From an optimization exercise on the open Yosys and OpenROAD flow, aimed at small area and a short achievable clock period; shortcuts taken in it are not production practice. In this exercise RTL edits were held to simulation tests only and were not proved equivalent to the original. The flow treats the clock pin as an ideal source, which a real chip does not have.

## flow/design.v (module list and top-level ports; edited modules follow where they fit)
// module full_adder: 6 lines
// module half_adder: 6 lines
// module times3: 41 lines
// module fir_pp_gen: 178 lines
// module sel3: 3 lines
// module sel2: 3 lines
// module dec_u: 5 lines
// module dec_s: 5 lines
// module fir_filter_16_tap: 2443 lines
module fir_filter_16_tap (
    input clk,
    input rst,
    input [15:0] x_in,
    input [15:0] h0, h1, h2, h3, h4, h5, h6, h7,
    input [15:0] h8, h9, h10, h11, h12, h13, h14, h15,
    output reg [31:0] y_out
);
  // ...
==> flow/flow/run.sh <==
#!/bin/bash
# Own flow: the standard layout (standard.sh: the standard synthesis and ORFS steps),
# with these changes to how the layout is made:
#  - the port buffers are buf_2 cells rather than the cell buffer_ports picks by itself;
#  - after global placement the y_out flip-flops are moved next to the gates that drive
#    them (flow/post_gp.tcl), which the placer otherwise leaves out at the output pins;
#  - the global router's layer capacities (flow/fastroute.tcl) move wiring off met1/met2,
#    which the detailed router otherwise spends most of its time on.
# Constraints (constraint.sdc) and everything else are the standard flow's. make's output goes to
# flow_make.log here; ORFS keeps each step's log under orfs/logs/.
set -euo pipefail
bash standard.sh \
  "BUFFER_PORTS_ARGS=-buffer_cell sky130_fd_sc_hd__buf_2" \
  "SETUP_SLACK_MARGIN=11.5" \
  "POST_GLOBAL_PLACE_TCL=$PWD/flow/post_gp.tcl" \
  "POST_CTS_TCL=$PWD/flow/post_cts.tcl" \
  "EXTRA_SETUP_MARGIN=13" \
  "FASTROUTE_TCL=$PWD/flow/fastroute.tcl" \
  finish > flow_make.log 2>&1
==> flow/flow/fastroute.tcl <==
# Global-routing capacity derating: met1 and met2 carry most of the cells' pin access, so the
# global router is steered towards met3-met5 to leave the detailed router room there.
set_global_routing_layer_adjustment met1 0.6
set_global_routing_layer_adjustment met2 0.45
set_global_routing_layer_adjustment met3-$::env(MAX_ROUTING_LAYER) 0.1

set_routing_layers -clock $::env(MIN_CLK_ROUTING_LAYER)-$::env(MAX_ROUTING_LAYER)
set_routing_layers -signal $::env(MIN_ROUTING_LAYER)-$::env(MAX_ROUTING_LAYER)
==> flow/flow/post_cts.tcl <==
# Extra setup-repair pass after CTS (see run.sh): a second repair_timing run, aimed at a
# slack of EXTRA_SETUP_MARGIN ns, then the placement is legalized again.
repair_timing -setup -setup_margin $::env(EXTRA_SETUP_MARGIN) -max_passes 300 -verbose
detailed_placement
check_placement -verbose
==> flow/flow/post_gp.tcl <==
# After global placement: put each y_out flip-flop on top of the cell that drives its D
# input (the last gate of the final adder); detailed placement then legalizes it next to
# that cell. The y_out flip-flops' D inputs end the critical paths, while their outputs
# (to the y_out ports, due 5 ns before the next edge) have most of the cycle to spare.
set block [ord::get_db_block]
set moved 0
foreach inst [$block getInsts] {
  if {![string match {y_out*} [$inst getName]]} continue
  set d [$inst findITerm D]
  if {$d == "NULL"} continue
  set net [$d getNet]
  set drv ""
  foreach it [$net getITerms] {
    if {[$it isOutputSignal]} { set drv [$it getInst] }
  }
  if {$drv == ""} continue
  set loc [$drv getLocation]
  $inst setLocation [lindex $loc 0] [lindex $loc 1]
  incr moved
}
puts "post_gp: moved $moved y_out flip-flops to their D drivers"
==> flow/standard.sh <==
#!/bin/bash
# synth_recipe.tcl (not shown) runs the flow's synth.tcl, then flattens the netlist and writes it again
# the make line also repeats each setting of config.mk as NAME=value (left out here)
make -C /OpenROAD-flow-scripts/flow DESIGN_CONFIG=/design/flow/config.mk WORK_HOME=/design/flow/orfs CLKGATE_MAP_FILE= SYNTH_SCRIPT=/design/flow/synth_recipe.tcl "${@:-finish}"
==> flow/config.mk <==
export PLATFORM = sky130hd
export DESIGN_NAME = fir_filter_16_tap
export DESIGN_NICKNAME = fir_filter_16_tap
export VERILOG_FILES = /design/flow/design.v
export SDC_FILE = /design/flow/constraint.sdc
export NUM_CORES = 8
export LEC_CHECK = 0
export CAP_MARGIN = 20
export CORE_MARGIN = 2
export CORE_UTILIZATION = 30
export SLEW_MARGIN = 20
export SYNTH_HIERARCHICAL = 1
==> flow/constraint.sdc <==
create_clock -name core_clock -period 25.0 [get_ports {clk}]
set_input_delay 5.0000 -clock core_clock [delete_from_list [all_inputs] [get_ports {clk}]]
set_output_delay 5.0000 -clock core_clock [all_outputs]
set_load 0.01 [all_outputs]
==> out/results.ini, run 1 <==
[outcome]
outcome=no timing/DRC/antenna violations

[detailed_routing]
dr.first_iter.drc_count=14260
vias=81290
antenna_left=0
wl_met2_um=205500
wl_per_cell_um=54.97

[finish]
clk_share_pct=1.739
regMostFlops=y_out
nFlopsAndLatches=288
final.fill_count=28160
seq_area_um2=7207

[global_route]
use_met2_pct=64.13
antenna_found_initial=78
grtUsageMet3_pct=44.60

[floorplan]
core_area_um2=287900
io_pins=306
die_w_um=541.7
start_util_pct=30.12

[min_path]
hold_class=flop to flop

[clocking]
cts_sinks=288

[sta]
fin_worst_skew_ns=0.05089

[worst_setup_path]
reg2reg_depth=29
cp_max_fo=16
cp.depth=25
crit_top_cell=fa_2
crit_arrival_ns=13.61

[logic_synthesis]
ys_warn_count=7

[placed_design]
io_buffers=305

==> run 2, diff against run 1 <==
==> flow/flow/run.sh (replaced) <==
#!/bin/bash
# Own flow: the standard layout (standard.sh: the standard synthesis and ORFS steps),
# with these changes to how the layout is made:
#  - the port buffers are buf_2 cells rather than the cell buffer_ports picks by itself;
#  - after global placement the y_out flip-flops are moved next to the gates that drive
#    them, which the placer otherwise leaves out at the output pins (flow/post_gp.tcl);
#  - the global router's layer capacities (flow/fastroute.tcl) move wiring off met1/met2,
#    which the detailed router otherwise spends most of its time on.
# Constraints (constraint.sdc) and everything else are the standard flow's. make's output goes to
# flow_make.log here; ORFS keeps each step's log under orfs/logs/.
set -euo pipefail
bash standard.sh \
  "BUFFER_PORTS_ARGS=-buffer_cell sky130_fd_sc_hd__buf_2" \
  "SETUP_SLACK_MARGIN=12.5" \
  "TNS_END_PERCENT=0" \
  "POST_GLOBAL_PLACE_TCL=$PWD/flow/post_gp.tcl" \
  "POST_CTS_TCL=$PWD/flow/post_cts.tcl" \
  "EXTRA_SETUP_MARGIN=14" \
  "FASTROUTE_TCL=$PWD/flow/fastroute.tcl" \
  finish > flow_make.log 2>&1
==> flow/flow/post_cts.tcl (replaced) <==
repair_timing -setup -setup_margin $::env(EXTRA_SETUP_MARGIN) -max_passes 300 -repair_tns 0 -verbose
detailed_placement
check_placement -verbose
==> run 2 against run 1 <==
  * Still clean
  * Register-to-register slack is essentially flat
  * Sequential cell count unchanged
  * Wire length shrank 6.4%
  * Clock skew rose by 0.015 ns
  * Critical path type unchanged
  * Largest cell class unchanged
  * Highest routed layer unchanged
==> out/results.ini, run 2 <==
[floorplan]
die_h_um=541.7  ; unchanged
core_area_um2=287900  ; unchanged
start_util_pct=30.12  ; unchanged
die_w_um=541.7  ; unchanged
rows=197  ; unchanged
die-area_um2=293400  ; unchanged
io_pins=306  ; unchanged

[worst_setup_path]
required_ns=25.64  ; was 25.67 ns
critPathTopFamily=adder cells  ; unchanged
crit_top_cell=fa_2  ; unchanged
crit_buf_inv=4  ; was 1
crit_arrival_ns=13.53  ; was 13.61 ns
cp_max_fo=6  ; was 16
worstSetupStartpointType=input pin  ; unchanged
endpoint_kind=flop  ; unchanged
slowest_delay_ns=0.99  ; was 1.18 ns
cpMaxStageDelayCell=a222oi_1  ; was fa_1
crit_type=input pin to flop  ; unchanged

[sta]
min_period_ns=12.89  ; was 12.94 ns
fmax_ghz=0.07758  ; was 0.07728 GHz
setup-tns-final_ns=0  ; unchanged
fin_worst_skew_ns=0.06549  ; was 0.05089 ns
rsz0062_at_grt=yes  ; was no
whs_ns=0.6091  ; was 0.6296 ns
finalSetupViolCount=0  ; unchanged
hold_viol=0  ; unchanged
timing.final.crit_share_pct=51.56  ; was 51.76%
slew_headroom_pct=13.78  ; was 12.55%
worst_pin_slew_ns=1.293  ; was 1.312 ns
slew_violations=0  ; unchanged

[global_route]
track_usage_pct=47.72  ; was 50.98%
antenna_found_initial=74  ; was 78
grt_overflow=0  ; unchanged
grt_max_degree=87  ; was 117
grt_pass1_wl_um=760600  ; was 799400 um
grt_pass1_vias=98870  ; was 98110

[finish]
regMostFlops=y_out  ; unchanged
nets=9785  ; was 9795
multi_input_area_um2=79030  ; was 79080 um2
final.fill_count=28140  ; was 28160
area_growth_pct=13.21  ; was 13.34%
largest_reg_flops=32  ; unchanged
final_cell_mix=2339 x fa_1, 1920 x a222oi_1, 345 x nand2_1  ; was 2338 x fa_1, 1920 x a222oi_1, 343 x nand2_1
seq_area_um2=7207  ; unchanged
final_common_cell=fa_1  ; unchanged
drive_gt1_share_pct=19.15  ; was 19.37%

[detailed_routing]
wl_per_cell_um=51.48  ; was 54.97 um
vias=81560  ; was 81290
drc_errors=0  ; unchanged
antenna_left=0  ; unchanged
finalWirelength_um=552700  ; was 590200 um
dr.first_iter.drc_count=15430  ; was 14260
drt_first_pass_iters=22  ; was 17
viasPerCell=7.598  ; was 7.570

[clocking]
clk_latency_ns=0.79  ; about the same
cts_tree=built  ; unchanged
cts_sinks=288  ; unchanged
clk_pin_slew_ns=0.08  ; was 0.05 ns

[logic_synthesis]
syn_area_um2=86720  ; unchanged
syn_inst=6207  ; unchanged
ys_warn_count=7  ; unchanged
syn_area_per_cell_um2=13.97  ; unchanged

[placed_design]
io_buffers=305  ; unchanged
hpwl_um=437700  ; was 478300 um

[min_path]
hold_class=flop to flop  ; unchanged

[outcome]
outcome=no timing/DRC/antenna violations  ; unchanged

[job]
maxCapViolCount=0  ; unchanged

-- run 2: cell count changes in the layout (fill, tap and decap cells not counted), moves of 3 or more --
| cell | previous run | this run |
|---|---|---|
| and2b_2 | 113 | 88 |
| and2b_4 | 15 | 40 |
| and2_2 | 110 | 88 |
| and2_4 | 18 | 40 |
| buf_4 | 327 | 314 |
| inv_6 | 8 | 15 |
| clkinvlp_4 | 4 | 9 |
| bufinv_16 | 6 | 3 |
| nor2b_1 | 103 | 106 |
-- run 2: final cells by class --
| type | count | area share, % |
|---|---|---|
| antenna | 45 | 0.1147 |
| clock buffer | 61 | 1.422 |
| clock inverter | 37 | 0.3607 |
| inverter | 288 | 1.105 |
| multi-input combinational | 5581 | 80.50 |
| sequential | 288 | 7.341 |
| tap | 3781 | 4.819 |
| timing repair buffer | 654 | 4.335 |
-- run 2: per-layer routing --
layer	GRT usage [%]	share of wire [%]	wire length, um
met1	54.19	26	144800
met2	60.14	35	194600
met3	40.98	23	128500
met4	41.59	14	78200
met5	18.28	1.2	6637
-- run 2: stage by stage --
step	cells	utilization [%]	area (um2)	setup slack [ns]
2_1_floorplan	6221	-	86780	12.10
3_3_place_gp	10520	32.88	94650	10.08
3_5_place_dp	10540	32.91	94740	10.73
5_1_grt	10710	34.08	98120	12.15
6_report	10740	34.10	98170	12.11
-- run 2: worst paths after layout --
check / depth (start not counted) / end / slack (ns) / start
worst min-delay path: 1 / tap6[14] / 0.61 / tap5[14]
min in group asynchronous: 2 / tap0[9] / 4.36 / rst
worst max register to register: 28 / y_out[24] / 12.83 / tap14[1]
worst max-delay path: 26 / y_out[23] / 12.11 / h12[6]
max in group asynchronous: 4 / y_out[12] / 18.55 / rst
worst min register to register: 1 / tap6[14] / 0.61 / tap5[14]
==> run 3, diff against run 2 <==
==> flow/flow/run.sh (replaced) <==
#!/bin/bash
# Own flow: the standard layout (standard.sh: the standard synthesis and ORFS steps),
# with these changes to how the layout is made:
#  - the port buffers are buf_2 cells rather than the cell buffer_ports picks by itself;
#  - after global placement the y_out flip-flops are moved next to the gates that drive
#    them, which the placer otherwise leaves out at the output pins, and each selector
#    next to the full adder it drives (flow/post_gp.tcl);
#  - the global router's layer capacities (flow/fastroute.tcl) move wiring off met1/met2,
#    which the detailed router otherwise spends most of its time on.
# Constraints (constraint.sdc) and everything else are the standard flow's. make's output goes to
# flow_make.log here; ORFS keeps each step's log under orfs/logs/.
set -euo pipefail
bash standard.sh \
  "BUFFER_PORTS_ARGS=-buffer_cell sky130_fd_sc_hd__buf_2" \
  "SETUP_SLACK_MARGIN=11.5" \
  "POST_GLOBAL_PLACE_TCL=$PWD/flow/post_gp.tcl" \
  "POST_CTS_TCL=$PWD/flow/post_cts.tcl" \
  "EXTRA_SETUP_MARGIN=13" \
  "FASTROUTE_TCL=$PWD/flow/fastroute.tcl" \
  finish > flow_make.log 2>&1
==> flow/flow/post_cts.tcl (replaced) <==
# Extra setup-repair pass after CTS (see run.sh): a second repair_timing run, aimed at a
# slack of EXTRA_SETUP_MARGIN ns, then the placement is legalized again.
repair_timing -setup -setup_margin $::env(EXTRA_SETUP_MARGIN) -max_passes 300 -verbose
detailed_placement
check_placement -verbose
==> flow/flow/post_gp.tcl (replaced) <==
# After global placement, two kinds of cells are moved on top of a neighbour; detailed
# placement then legalizes them next to it.
#  - Each y_out flip-flop goes to the gate that drives its D input (the last gate of the
#    final adder). Its D input ends the critical paths, while its output (to the y_out
#    port, due 5 ns before the next edge) has most of the cycle to spare.
set block [ord::get_db_block]
set moved 0
foreach inst [$block getInsts] {
  if {![string match {y_out*} [$inst getName]]} continue
  set d [$inst findITerm D]
  if {$d == "NULL"} continue
  set drv ""
  foreach it [[$d getNet] getITerms] {
    if {[$it isOutputSignal]} { set drv [$it getInst] }
  }
  if {$drv == ""} continue
  set loc [$drv getLocation]
  $inst setLocation [lindex $loc 0] [lindex $loc 1]
  incr moved
}
puts "post_gp: moved $moved y_out flip-flops to their D drivers"
set moved 0
foreach inst [$block getInsts] {
  if {[[$inst getMaster] getName] != "sky130_fd_sc_hd__a222oi_1"} continue
  set loads {}
  foreach it [[[$inst findITerm Y] getNet] getITerms] {
    if {[$it isInputSignal]} { lappend loads [$it getInst] }
  }
  if {[llength $loads] != 1} continue
  set loc [[lindex $loads 0] getLocation]
  $inst setLocation [lindex $loc 0] [lindex $loc 1]
  incr moved
}
puts "post_gp: moved $moved selectors to their loads"
==> run 3 against run 2 <==
  * Clock skew decreased by 0.0068 ns
  * Non-clock buffer count up 210
  * First-iteration DRC count is 1.8% lower
  * Wire length grew 16%
  * Via count is 5.9% higher
  * Core utilization grew 1.0 points
  * Register-to-register slack worse by 0.05 ns
  * Still clean
  * Synthesized area stayed put
  * Die area unchanged
==> out/results.ini, run 3 <==
[worst_setup_path]
cp_max_fo=20  ; was 6
rr_endpoint=y_out[27]  ; was y_out[24]
reg2reg_slack_ns=12.78  ; was 12.83 ns
reg2reg_depth=30  ; was 28
endpoint_kind=flop  ; unchanged
worstSetupStartpointType=input pin  ; unchanged
reg2reg_from=tap14[1]  ; unchanged
required_ns=25.67  ; was 25.64 ns
crit_type=input pin to flop  ; unchanged
crit_arrival_ns=13.35  ; was 13.53 ns

[finish]
final.fill_count=28100  ; was 28140
seq_area_um2=7213  ; was 7207 um2
fin_area_um2=101100  ; was 98170 um2
drive_gt1_share_pct=24.06  ; was 19.15%
final_common_cell=fa_1  ; unchanged
area_growth_pct=16.62  ; was 13.21%
multi_input_area_um2=79750  ; was 79030 um2
largest_reg_flops=32  ; unchanged
regMostFlops=y_out  ; unchanged
nets=9991  ; was 9785
final_cell_mix=2179 x fa_1, 1920 x a222oi_1, 471 x buf_4  ; was 2339 x fa_1, 1920 x a222oi_1, 345 x nand2_1

[placed_design]
io_buffers=305  ; unchanged
hpwl_um=503000  ; was 437700 um
dpl_cell_area_um2=94860  ; was 94740 um2
dp_slack_ns=10.48  ; was 10.73 ns

[floorplan]
start_util_pct=30.12  ; unchanged
die_w_um=541.7  ; unchanged
io_pins=306  ; unchanged
die_h_um=541.7  ; unchanged
core_area_um2=287900  ; unchanged
rows=197  ; unchanged
die-area_um2=293400  ; unchanged

[detailed_routing]
antenna_left=0  ; unchanged
finalWirelength_um=640600  ; was 552700 um
drt_first_pass_iters=17  ; was 22
dr.first_iter.drc_count=15150  ; was 15430
viasPerCell=7.871  ; was 7.598
wl_per_cell_um=58.38  ; was 51.48 um
drc_errors=0  ; unchanged
vias=86370  ; was 81560

[clocking]
cts_tree=built  ; unchanged
clk_pin_slew_ns=0.06  ; was 0.08 ns
clk_latency_ns=0.79  ; about the same
cts_sinks=288  ; unchanged

[logic_synthesis]
syn_area_per_cell_um2=13.97  ; unchanged
syn_inst=6207  ; unchanged
syn_area_um2=86720  ; unchanged
ys_warn_count=7  ; unchanged

[sta]
finalSetupViolCount=0  ; unchanged
hold_viol=0  ; unchanged
slew_violations=0  ; unchanged
min_period_ns=12.68  ; was 12.89 ns
fin_worst_skew_ns=0.05872  ; was 0.06549 ns
rsz0062_at_grt=no  ; was yes
setup-tns-final_ns=0  ; unchanged
slew_headroom_pct=14.39  ; was 13.78%
fmax_ghz=0.07884  ; was 0.07758 GHz
worst_pin_slew_ns=1.284  ; was 1.293 ns
setup_ws_ns=12.32  ; was 12.11 ns
timing.final.crit_share_pct=50.73  ; was 51.56%

[min_path]
hold_start=tap2[13]  ; was tap5[14]
hold_class=flop to flop  ; unchanged
min_path_cells=1  ; unchanged
whs_endpoint=tap3[13]  ; was tap6[14]

[global_route]
grt_pass1_vias=105000  ; was 98870
track_usage_pct=55.27  ; was 47.72%
antenna_found_initial=96  ; was 74
grt_max_degree=117  ; was 87
grt_overflow=0  ; unchanged
grt_pass1_wl_um=866300  ; was 760600 um

[outcome]
outcome=no timing/DRC/antenna violations  ; unchanged

[job]
maxCapViolCount=0  ; unchanged

[run 3: worst max-delay path: stages]
cell,delay (ns)
buf_2,0.13
and2_4,0.29
a22oi_1,0.92
fa_1,0.65
fa_1,0.46
fa_1,0.41
fa_1,0.83
fa_1,0.55
fa_1,0.53
fa_1,0.43
fa_1,0.49
fa_1,0.40
fa_1,0.40
ha_1,0.23
fa_1,0.39
xnor2_1,0.15
xnor2_1,0.18
xnor2_1,0.15
xnor2_1,0.11
xnor2_1,0.28
xnor2_2,0.20
xnor2_1,0.16
[run 3: layer usage]
| metal | part of all wire, % | GRT usage (%) | up-vias |
|---|---|---|---|
| li1 | - | - | 28340 |
| met1 | 27 | 62.71 | 42960 |
| met2 | 34 | 67.26 | 11080 |
| met3 | 24 | 49.15 | 3791 |
| met4 | 14 | 47.27 | 206 |
| met5 | 1.5 | 28.37 | - |
[run 3: worst max-delay path by stage]
stage                 from   endpoint  slack [ns]  cells past startpoint
global route        h15[3]  y_out[27]       12.12                     24
finish               h6[9]  y_out[31]       12.32                     22
global placement     h8[2]  y_out[30]       10.19                     24
floorplan              rst    tap0[0]       12.05                      1
detailed placement   h3[0]  y_out[27]       10.48                     25
[run 3: final cells by class]
| class | count | share of cell area, % |
|---|---|---|
| Tap cell | 3781 | 4.678 |
| Sequential cell | 288 | 7.132 |
| Clock buffer | 60 | 1.323 |
| Multi-Input combinational cell | 5582 | 78.86 |
| Timing Repair Buffer | 864 | 6.366 |
| Inverter | 288 | 1.076 |
| Clock inverter | 26 | 0.3613 |
| Antenna cell | 84 | 0.2078 |
[run 3: stage by stage]
step	hold slack, ns	utilization (%)	cells
6_report	0.6473	35.13	10970
3_3_place_gp	0.6133	32.94	10550
5_1_grt	0.6537	35.10	10940
3_5_place_dp	0.6282	32.95	10550
2_1_floorplan	0.5229	-	6221
==> run 4, diff against run 3 <==
==> flow/flow/run.sh (replaced) <==
#!/bin/bash
# Own flow: the standard layout (standard.sh: the standard synthesis and ORFS steps),
# with these changes to how the layout is made:
#  - the port buffers are buf_2 cells rather than the cell buffer_ports picks by itself;
#  - after global placement the y_out flip-flops are moved next to the gates that drive
#    them, which the placer otherwise leaves out at the output pins, and selectors that
#    lie far from the full adder they drive are moved next to it (flow/post_gp.tcl);
#  - the global router's layer capacities (flow/fastroute.tcl) move wiring off met1/met2,
#    which the detailed router otherwise spends most of its time on.
# Constraints (constraint.sdc) and everything else are the standard flow's. make's output goes to
# flow_make.log here; ORFS keeps each step's log under orfs/logs/.
set -euo pipefail
bash standard.sh \
  "BUFFER_PORTS_ARGS=-buffer_cell sky130_fd_sc_hd__buf_2" \
  "SETUP_SLACK_MARGIN=12.5" \
  "TNS_END_PERCENT=0" \
  "POST_GLOBAL_PLACE_TCL=$PWD/flow/post_gp.tcl" \
  "SEL_MOVE_UM=40" \
  "POST_CTS_TCL=$PWD/flow/post_cts.tcl" \
  "EXTRA_SETUP_MARGIN=14" \
  "FASTROUTE_TCL=$PWD/flow/fastroute.tcl" \
  finish > flow_make.log 2>&1
==> flow/flow/post_cts.tcl (replaced) <==
repair_timing -setup -setup_margin $::env(EXTRA_SETUP_MARGIN) -max_passes 300 -repair_tns 0 -verbose
detailed_placement
check_placement -verbose
--- a/flow/flow/post_gp.tcl
+++ b/flow/flow/post_gp.tcl
@@ -19,6 +19,7 @@
   incr moved
 }
 puts "post_gp: moved $moved y_out flip-flops to their D drivers"
+set limit [expr {$::env(SEL_MOVE_UM) * [$block getDbUnitsPerMicron]}]
 set moved 0
 foreach inst [$block getInsts] {
   if {[[$inst getMaster] getName] != "sky130_fd_sc_hd__a222oi_1"} continue
@@ -28,6 +29,9 @@
   }
   if {[llength $loads] != 1} continue
   set loc [[lindex $loads 0] getLocation]
+  set here [$inst getLocation]
+  set dist [expr {abs([lindex $loc 0] - [lindex $here 0]) + abs([lindex $loc 1] - [lindex $here 1])}]
+  if {$dist <= $limit} continue
   $inst setLocation [lindex $loc 0] [lindex $loc 1]
   incr moved
 }
==> run 4 against run 3 <==
  * Still clean
  * Setup slack got worse by 0.045 ns
  * Synthesized cell count unchanged
  * Global-route usage decreased by 4.4 points
  * Critical path type unchanged
  * Largest cell class unchanged
  * Highest routed layer unchanged
==> out/results.ini, run 4 <==
[finish]
final_common_cell=fa_1  ; unchanged
largest_reg_flops=32  ; unchanged
final.fill_count=28160  ; was 28100
fin_area_um2=99050  ; was 101100 um2
area_growth_pct=14.22  ; was 16.62%
final_cell_mix=2245 x fa_1, 1920 x a222oi_1, 352 x buf_4  ; was 2179 x fa_1, 1920 x a222oi_1, 471 x buf_4
drive_gt1_share_pct=20.95  ; was 24.06%
regMostFlops=y_out  ; unchanged
nets=9824  ; was 9991
final_cells=10800  ; was 10970
fin_util_pct=34.40  ; was 35.13%

[logic_synthesis]
ys_warn_count=7  ; unchanged
syn_inst=6207  ; unchanged
syn_area_per_cell_um2=13.97  ; unchanged
syn_area_um2=86720  ; unchanged

[placed_design]
io_buffers=305  ; unchanged
dpl_cell_area_um2=94730  ; was 94860 um2
dp_cells=10530  ; was 10550
hpwl_um=457600  ; was 503000 um

[sta]
rsz0062_at_grt=yes  ; was no
min_period_ns=12.73  ; was 12.68 ns
whs_ns=0.6258  ; was 0.6473 ns
hold_viol=0  ; unchanged
timing.final.crit_share_pct=50.91  ; was 50.73%
fmax_ghz=0.07857  ; was 0.07884 GHz
slew_headroom_pct=17.88  ; was 14.39%
slew_violations=0  ; unchanged
finalSetupViolCount=0  ; unchanged
setup-tns-final_ns=0  ; unchanged
fin_worst_skew_ns=0.06783  ; was 0.05872 ns
worst_pin_slew_ns=1.232  ; was 1.284 ns

[global_route]
grt_max_degree=87  ; was 117
grt_pass1_wl_um=806000  ; was 866300 um
grt_pass1_vias=102600  ; was 105000
grt_overflow=0  ; unchanged
track_usage_pct=50.88  ; was 55.27%
antenna_found_initial=99  ; was 96

[worst_setup_path]
worstSetupStartpointType=input pin  ; unchanged
endpoint_kind=flop  ; unchanged
required_ns=25.68  ; was 25.67 ns
crit_arrival_ns=13.41  ; was 13.35 ns
crit_type=input pin to flop  ; unchanged
reg2reg_slack_ns=12.74  ; was 12.78 ns
cp_max_fo=16  ; was 20

[outcome]
outcome=no timing/DRC/antenna violations  ; unchanged

[job]
maxCapViolCount=0  ; unchanged

[floorplan]
start_util_pct=30.12  ; unchanged
rows=197  ; unchanged
die_h_um=541.7  ; unchanged
io_pins=306  ; unchanged
die_w_um=541.7  ; unchanged
die-area_um2=293400  ; unchanged
core_area_um2=287900  ; unchanged

[clocking]
clk_latency_ns=0.81  ; was 0.79 ns
clk_pin_slew_ns=0.09  ; was 0.06 ns
cts_sinks=288  ; unchanged
cts_tree=built  ; unchanged

[detailed_routing]
drc_errors=0  ; unchanged
viasPerCell=7.815  ; was 7.871
vias=84360  ; was 86370
dr.first_iter.drc_count=15530  ; was 15150
antenna_left=0  ; unchanged
drt_first_pass_iters=22  ; was 17
wl_per_cell_um=54.52  ; was 58.38 um
finalWirelength_um=588500  ; was 640600 um

[min_path]
hold_class=flop to flop  ; unchanged

## run 4: cell types whose count changed in the layout (fill, tap and decap cells not counted), moves of 8 or more
| cell | before | now |
|---|---|---|
| buf_6 | 64 | 21 |
| clkbuf_4 | 8 | 0 |
| buf_2 | 286 | 301 |
| nor2b_4 | 32 | 21 |
| and2b_4 | 90 | 70 |
| and2b_2 | 38 | 58 |
| and2_4 | 96 | 88 |
| nor2b_1 | 93 | 105 |
| fa_2 | 388 | 322 |
| fa_1 | 2179 | 2245 |
| buf_4 | 471 | 352 |
| buf_12 | 33 | 16 |
| diode_2 | 84 | 70 |
| and2_2 | 32 | 40 |
## run 4: area by class of cell
class	count	area [um2]	area share (%)
Multi-Input combinational cell	5581	79320	80.08
Sequential cell	288	7212	7.281
Timing Repair Buffer	693	4763	4.809
Tap cell	3781	4731	4.776
Clock buffer	62	1410	1.424
Inverter	288	1085	1.095
Clock inverter	32	350.3	0.3537
Antenna cell	70	175.2	0.1769
## run 4: metal layers
metal	vias up	global-route usage, %	wire length [um]
met2	10640	61.44	202200
li1	27950	-	-
met3	3919	45.07	139300
met5	-	26.34	8983
met1	41630	55.83	152100
met4	212	46.24	85890
## run 4: final timing paths
kind	from	to	cells past startpoint
min in group asynchronous	rst	y_out[30]	2
hold / removal	tap5[14]	tap6[14]	1
max in group asynchronous	rst	y_out[10]	4
hold reg to reg	tap5[14]	tap6[14]	1
setup / recovery	h3[0]	y_out[29]	26
setup reg to reg	tap10[0]	y_out[24]	29
## run 4: critical path, stage by stage
cell and delay, ns:
buf_2 0.17, and2b_4 0.51, a222oi_1 0.12, buf_4 0.21
fa_1 0.48, fa_1 0.61, fa_1 0.71, fa_2 0.51
fa_2 0.40, fa_1 0.41, fa_1 0.39, fa_1 0.48
fa_2 0.36, fa_1 0.39, fa_1 0.40, fa_2 0.37
fa_1 0.38, ha_2 0.22, ha_1 0.22, nand3_2 0.12
a21oi_2 0.08, a21oi_4 0.27, o21ai_4 0.09, and3_1 0.21
o21ai_2 0.12, xor2_1 0.16
## run 4: per-stage QoR
| stage | worst slack, ns |
|---|---|
| after global placement | 10.08 |
| after detailed placement | 10.76 |
| after floorplan | 12.10 |
| final | 12.27 |
| after global routing | 12.14 |
==> run 5, diff against run 4 <==
--- a/flow/flow/run.sh
+++ b/flow/flow/run.sh
@@ -4,7 +4,7 @@
 #  - the port buffers are buf_2 cells rather than the cell buffer_ports picks by itself;
 #  - after global placement the y_out flip-flops are moved next to the gates that drive
 #    them, which the placer otherwise leaves out at the output pins, and selectors that
-#    lie far from the full adder they drive are moved next to it (flow/post_gp.tcl);
+#    lie far from the full adder they drive are moved halfway to it (flow/post_gp.tcl);
 #  - the global router's layer capacities (flow/fastroute.tcl) move wiring off met1/met2,
 #    which the detailed router otherwise spends most of its time on.
 # Constraints (constraint.sdc) and everything else are the standard flow's. make's output goes to
@@ -15,7 +15,7 @@
   "SETUP_SLACK_MARGIN=12.5" \
   "TNS_END_PERCENT=0" \
   "POST_GLOBAL_PLACE_TCL=$PWD/flow/post_gp.tcl" \
-  "SEL_MOVE_UM=40" \
+  "SEL_MOVE_UM=20" \
   "POST_CTS_TCL=$PWD/flow/post_cts.tcl" \
   "EXTRA_SETUP_MARGIN=14" \
   "FASTROUTE_TCL=$PWD/flow/fastroute.tcl" \
--- a/flow/flow/post_gp.tcl
+++ b/flow/flow/post_gp.tcl
@@ -32,7 +32,7 @@
   set here [$inst getLocation]
   set dist [expr {abs([lindex $loc 0] - [lindex $here 0]) + abs([lindex $loc 1] - [lindex $here 1])}]
   if {$dist <= $limit} continue
-  $inst setLocation [lindex $loc 0] [lindex $loc 1]
+  $inst setLocation [expr {([lindex $loc 0] + [lindex $here 0]) / 2}] [expr {([lindex $loc 1] + [lindex $here 1]) / 2}]
   incr moved
 }
-puts "post_gp: moved $moved selectors to their loads"
+puts "post_gp: moved $moved selectors halfway to their loads"
==> run 5 against run 4 <==
  * Design area hardly changed
  * Still clean
  * Setup slack gained 0.092 ns
  * Synthesized area unchanged
  * Largest cell class unchanged
  * Clock-buffer cell count grew 4
==> out/results.ini, run 5 <==
[outcome]
outcome=no timing/DRC/antenna violations  ; unchanged

[job]
maxCapViolCount=0  ; unchanged

[detailed_routing]
finalWirelength_um=571200  ; was 588500 um
viasPerCell=7.746  ; was 7.815
dr.first_iter.drc_count=15620  ; was 15530
antenna_left=0  ; unchanged
wl_per_cell_um=53.04  ; was 54.52 um
vias=83410  ; was 84360
drt_first_pass_iters=17  ; was 22
drc_errors=0  ; unchanged

[worst_setup_path]
reg2reg_from=tap10[1]  ; was tap10[0]
cp_max_fo=7  ; was 16
endpoint_kind=flop  ; unchanged
reg2reg_slack_ns=12.83  ; was 12.74 ns
reg2reg_depth=30  ; was 29
crit_arrival_ns=13.31  ; was 13.41 ns
required_ns=25.67  ; was 25.68 ns
rr_endpoint=y_out[29]  ; was y_out[24]
cpMaxStageDelayCell=fa_1  ; unchanged
crit_top_cell=fa_1  ; unchanged
slowest_delay_ns=0.73  ; was 0.71 ns
worstSetupStartpointType=input pin  ; unchanged
crit_type=input pin to flop  ; unchanged

[logic_synthesis]
ys_warn_count=7  ; unchanged
syn_area_um2=86720  ; unchanged
syn_inst=6207  ; unchanged
syn_area_per_cell_um2=13.97  ; unchanged

[global_route]
track_usage_pct=49.17  ; was 50.88%
grt_max_degree=87  ; unchanged
grt_pass1_vias=101700  ; was 102600
grt_overflow=0  ; unchanged
antenna_found_initial=85  ; was 99
grt_pass1_wl_um=782700  ; was 806000 um

[finish]
seq_area_um2=7207  ; was 7212 um2
multi_input_area_um2=79640  ; was 79320 um2
nets=9802  ; was 9824
final_cells=10770  ; was 10800
final_cell_mix=2190 x fa_1, 1920 x a222oi_1, 377 x fa_2  ; was 2245 x fa_1, 1920 x a222oi_1, 352 x buf_4
drive_gt1_share_pct=21.62  ; was 20.95%
fin_area_um2=99000  ; was 99050 um2
area_growth_pct=14.16  ; was 14.22%
final.fill_count=28060  ; was 28160
largest_reg_flops=32  ; unchanged
final_common_cell=fa_1  ; unchanged
regMostFlops=y_out  ; unchanged

[placed_design]
hpwl_um=445100  ; was 457600 um
dpl_cell_area_um2=94680  ; was 94730 um2
dp_slack_ns=10.68  ; was 10.76 ns
dp_cells=10530  ; about the same
io_buffers=305  ; unchanged

[clocking]
cts_sinks=288  ; unchanged
clk_latency_ns=0.78  ; was 0.81 ns
cts_tree=built  ; unchanged
clk_pin_slew_ns=0.10  ; was 0.09 ns

[sta]
timing.final.crit_share_pct=50.55  ; was 50.91%
finalSetupViolCount=0  ; unchanged
fin_worst_skew_ns=0.05622  ; was 0.06783 ns
slew_violations=0  ; unchanged
hold_viol=0  ; unchanged
setup_ws_ns=12.36  ; was 12.27 ns
fmax_ghz=0.07914  ; was 0.07857 GHz
setup-tns-final_ns=0  ; unchanged
worst_pin_slew_ns=1.216  ; was 1.232 ns
min_period_ns=12.64  ; was 12.73 ns
rsz0062_at_grt=yes  ; unchanged
slew_headroom_pct=18.90  ; was 17.88%

[floorplan]
io_pins=306  ; unchanged
die_w_um=541.7  ; unchanged
die_h_um=541.7  ; unchanged
rows=197  ; unchanged
start_util_pct=30.12  ; unchanged
die-area_um2=293400  ; unchanged
core_area_um2=287900  ; unchanged

[min_path]
hold_start=tap5[14]  ; unchanged
whs_endpoint=tap6[14]  ; unchanged
min_path_cells=1  ; unchanged
hold_class=flop to flop  ; unchanged

==> run 5: worst max path at each step <==
stage,cells after the start,endpoint,from
floorplan,23,y_out[27],h4[0]
global placement,25,y_out[27],h8[0]
detailed placement,24,y_out[29],h14[12]
global route,24,y_out[29],h8[2]
finish,25,y_out[29],h9[0]
==> run 5: metal layers <==
layer	track usage (%)	routed length (um)	up-vias
li1	-	-	27910
met1	54.71	147200	41230
met2	60.74	199700	10370
met3	42.94	134700	3713
met4	43.65	81590	196
met5	23.08	7919	-
==> run 5: area by class of cell <==
type / count / share of cell area (%)
multi-input cells: 5584 / 80.44
well taps: 3781 / 4.779
inverters: 288 / 1.096
clock inverters: 31 / 0.2831
diodes: 64 / 0.1618
flip-flops and latches: 288 / 7.280
repair buffers: 667 / 4.475
clock buffers: 66 / 1.482
==> run 5: critical path, delay by kind of cell <==
kind | cells | cell delay [ns]
fa+ha+maj | 13 | 6.02
compound gates | 6 | 1.28
buf+inv | 3 | 0.46
simple gates | 2 | 0.34
xor+xnor | 1 | 0.17
==> run 5: through the flow <==
step | util (%) | hold slack (ns)
2_1_floorplan | - | 0.5229
3_3_place_gp | 32.88 | 0.6192
3_5_place_dp | 32.89 | 0.6246
5_1_grt | 34.37 | 0.6215
6_report | 34.39 | 0.5971

port drivers added, routing unchanged:
No port has a modelled driver above. Below, the same layouts with a new extraction and two added sets of constraints. Step 1, drivers: a clkbuf_16 drives clk and a buf_2 each remaining input, both assumed. Step 2 times the ports against the registers' clock, not the clock port: input delays grow and output delays shrink by t, the midpoint of the rising clock arrivals with the driver on. Three values: ideal, step 1, step 2; two values: the first two.
| run | t (ns) | setup WS [ns] | worst hold slack (ns) | latest minus earliest clock arrival (ns) | cell pins on the clock port's net |
|---|---|---|---|---|---|
| run 1 | 0.865 | 12.061 / 12.132 / 11.267 | 0.630 / 0.630 / 0.630 | 0.051 / 0.051 | 1 |
| run 2 | 0.849 | 12.110 / 12.184 / 11.335 | 0.609 / 0.609 / 0.609 | 0.069 / 0.069 | 1 |
| run 3 | 0.863 | 12.317 / 12.331 / 11.467 | 0.647 / 0.647 / 0.647 | 0.060 / 0.061 | 1 |
| run 4 | 0.876 | 12.272 / 12.306 / 11.430 | 0.626 / 0.626 / 0.626 | 0.076 / 0.076 | 1 |
| run 5 | 0.859 | 12.363 / 12.346 / 11.487 | 0.597 / 0.597 / 0.597 | 0.063 / 0.063 | 1 |
After both steps setup and hold are still met in every run listed. The setup slack of run 5, which loses most, moves by -0.017 ns with the drivers and by -0.876 ns with both steps.
